Background: an optimization exercise with open tools, aiming at small area, a short achievable clock period and few clock cycles. Do not read the settings as production practice.
The RTL was checked by simulation tests, not by an equivalence proof against the original design.
The flow treats the clock pin as an ideal source, which a real chip does not have.

== job 3686 ==
## RISC_V
module RISC_V(clk, rst, mem_addr, mem_wdata, mem_we, mem_rdata);
    input clk, rst;
    input  [15:0] mem_rdata;
    output [15:0] mem_addr;
    output [15:0] mem_wdata;
    output        mem_we;
    reg  [15:1] fa;         
    reg  [15:0] ir;         
    reg  [7:0]  sa, sb;     
    reg         iv;         
    reg         mem;        
    reg  [15:0] ea;         
    reg  [2:0]  mrd;        
    reg         mst;        
    reg  [15:0] rf [0:7];
    integer k;
    wire [15:0] w      = mem_rdata;
    wire        w_jump = (w[14:12] == 3'b100);
    wire        w_pt   = (w[14:12] == 3'b011) & w[15];   
    wire [15:1] inc    = w_jump ? {{4{w[15]}}, w[11:1]} :
                         w_pt   ? {{12{w[15]}}, w[9], w[2:1]} : 15'd1;
    wire [15:1] fnext  = fa + inc;
    wire [2:0] op  = ir[14:12];
    wire [2:0] f3  = ir[2:0];
    wire       exv = iv & ~mem;
    wire is_r  = (op == 3'b000);
    wire is_l  = (op == 3'b001);
    wire is_s  = (op == 3'b010);
    wire is_b  = (op == 3'b011);
    wire is_i  = (op == 3'b101);
    reg [15:0] a, b;
    always @(*) begin
        a = 16'd0;
        b = 16'd0;
  ...
clock: 8.0 ns
lec_check: 0
abc_area: 1
cap_margin: 20
core_margin: 2
core_utilization: 40
setup_slack_margin: 4
slew_margin: 20
tns_end_percent: 50
run.sh (not shown) runs the stock make flow with config.mk's settings and CLKGATE_MAP_FILE= SYNTH_SCRIPT=/design/flow/synth_recipe.tcl, a recipe that flattens the netlist after the stock synthesis.
Job 3686 finished end to end and its layout was clean on timing, DRC and antenna.
Testbench counts of job 3686, summed over its fixed seeds: cycles 40,390.
### job 3686 -> job 2875
Settings: TNS_END_PERCENT removed (was 50); CORE_UTILIZATION changed from 40 to 55.
### Flow results
Job 2875 completed end to end with timing, DRC and antenna clean.
Delta (job 2875 minus job 3686): placer congestion estimate grew by about 5.6%, proportion of cell area occupied by multi-input gates comparable.
Against job 3686, final design area excluding fillers in job 2875 fell slightly.
Input-level comparison between job 3213 and job 2875:
Settings: CORE_UTILIZATION: 55 -> 40; SETUP_SLACK_MARGIN: 4 -> 4.2.
==> flow/flow/run.sh (new file) <==
#!/bin/bash
# The standard layout with two changes: plain buffers on the ports
# (buffer_ports otherwise picks delay cells), and an area recovery pass after
# the post-CTS timing repair. Full tool output goes to standard.log.
set -e
export BUFFER_PORTS_ARGS="-buffer_cell sky130_fd_sc_hd__buf_1"
export POST_CTS_TCL=$PWD/flow/post_cts.tcl
bash standard.sh > standard.log 2>&1
==> flow/flow/post_cts.tcl (new file) <==
# Downsize cells on paths that keep their setup slack above the margin.
puts "post-CTS area recovery"
report_design_area
report_worst_slack -max
repair_timing -recover_power 100 -setup_margin $::env(SETUP_SLACK_MARGIN) -match_cell_footprint -verbose
report_design_area
report_worst_slack -max
detailed_placement
check_placement -verbose
==> flow/standard.sh (new file) <==
#!/bin/bash
# synth_recipe.tcl (not shown) runs the flow's synth.tcl, then flattens the netlist and writes it again
# the make line also repeats each setting of config.mk as NAME=value (left out here)
make -C /OpenROAD-flow-scripts/flow DESIGN_CONFIG=/design/flow/config.mk WORK_HOME=/design/flow/orfs CLKGATE_MAP_FILE= SYNTH_SCRIPT=/design/flow/synth_recipe.tcl "${@:-finish}"
removed: flow/run.sh
## What came out
- Looking at critical-path cell with the highest stage delay, the fa_2 result is from job 3213; the clkdlybuf4s50_1 one comes from job 2875.
- Summary of job 3213 over job 2875: clock-pin slew of the registers on the worst-case setup and hold paths went down 20 ps; routed wirelength normalized by instance count went down about 8%; via count went down 49; routed wire length went down 510 um; netlist area before placement held.
Changes in job 3860 relative to job 3213:
Settings: PLACE_DENSITY newly set to 0.5; SETUP_SLACK_MARGIN changed from 4.2 to 4.
==> flow/run.sh (new file) <==
#!/bin/bash
# synth_recipe.tcl (not shown) runs the flow's synth.tcl, then flattens the netlist and writes it again
# the make line also repeats each setting of config.mk as NAME=value (left out here)
make -C /OpenROAD-flow-scripts/flow DESIGN_CONFIG=/design/flow/config.mk WORK_HOME=/design/flow/orfs CLKGATE_MAP_FILE= SYNTH_SCRIPT=/design/flow/synth_recipe.tcl finish
removed: flow/flow/run.sh
removed: flow/flow/post_cts.tcl
removed: flow/standard.sh
==> comparison <==
Job 3860 | stages: all done | timing, DRC, antenna: all pass
Summary of job 3860 over job 3213: met2 wirelength from detailed routing climbed 1.5 mm; cell depth of the worst setup path dropped 14; violation count after the first detailed-route iteration dropped about 25%.
Worst hold slack delta (job 3860 − job 3213): unfavourable

## what the ideal ports hide
In the flow no input, the clock included, has a driving cell. The finished layouts below were timed again as built, in two steps.
Step 1: set_driving_cell puts a clkbuf_16 on clk and a buf_2 on each other input, an assumption about the parent block.
Step 2 adds t to the input delays and takes it off the output delays; t is the mean of the earliest and latest rising clock arrival at the registers after step 1. Input paths then give back, and output paths get back, about the clock's delay inside the block.
a / b / c = ideal ports / drivers / drivers and shift; a / b = the first two.
| run | t, ns | setup slack, ns | worst setup path after step 2 |
|---|---|---|---|
| job 3686 | 0.487 | 3.993 / 3.941 / 3.586 | input to register |
| job 2875 | 0.488 | 4.069 / 4.022 / 3.783 | input to register |
| job 3213 | 0.489 | 4.257 / 4.275 / 3.786 | input to register |
| job 3860 | 0.489 | 4.077 / 4.024 / 3.721 | input to register |
After both steps every run listed still meets setup and hold. For job 3213, which loses most, drivers alone change the setup slack by +0.018 ns; drivers and shift together by -0.471 ns.
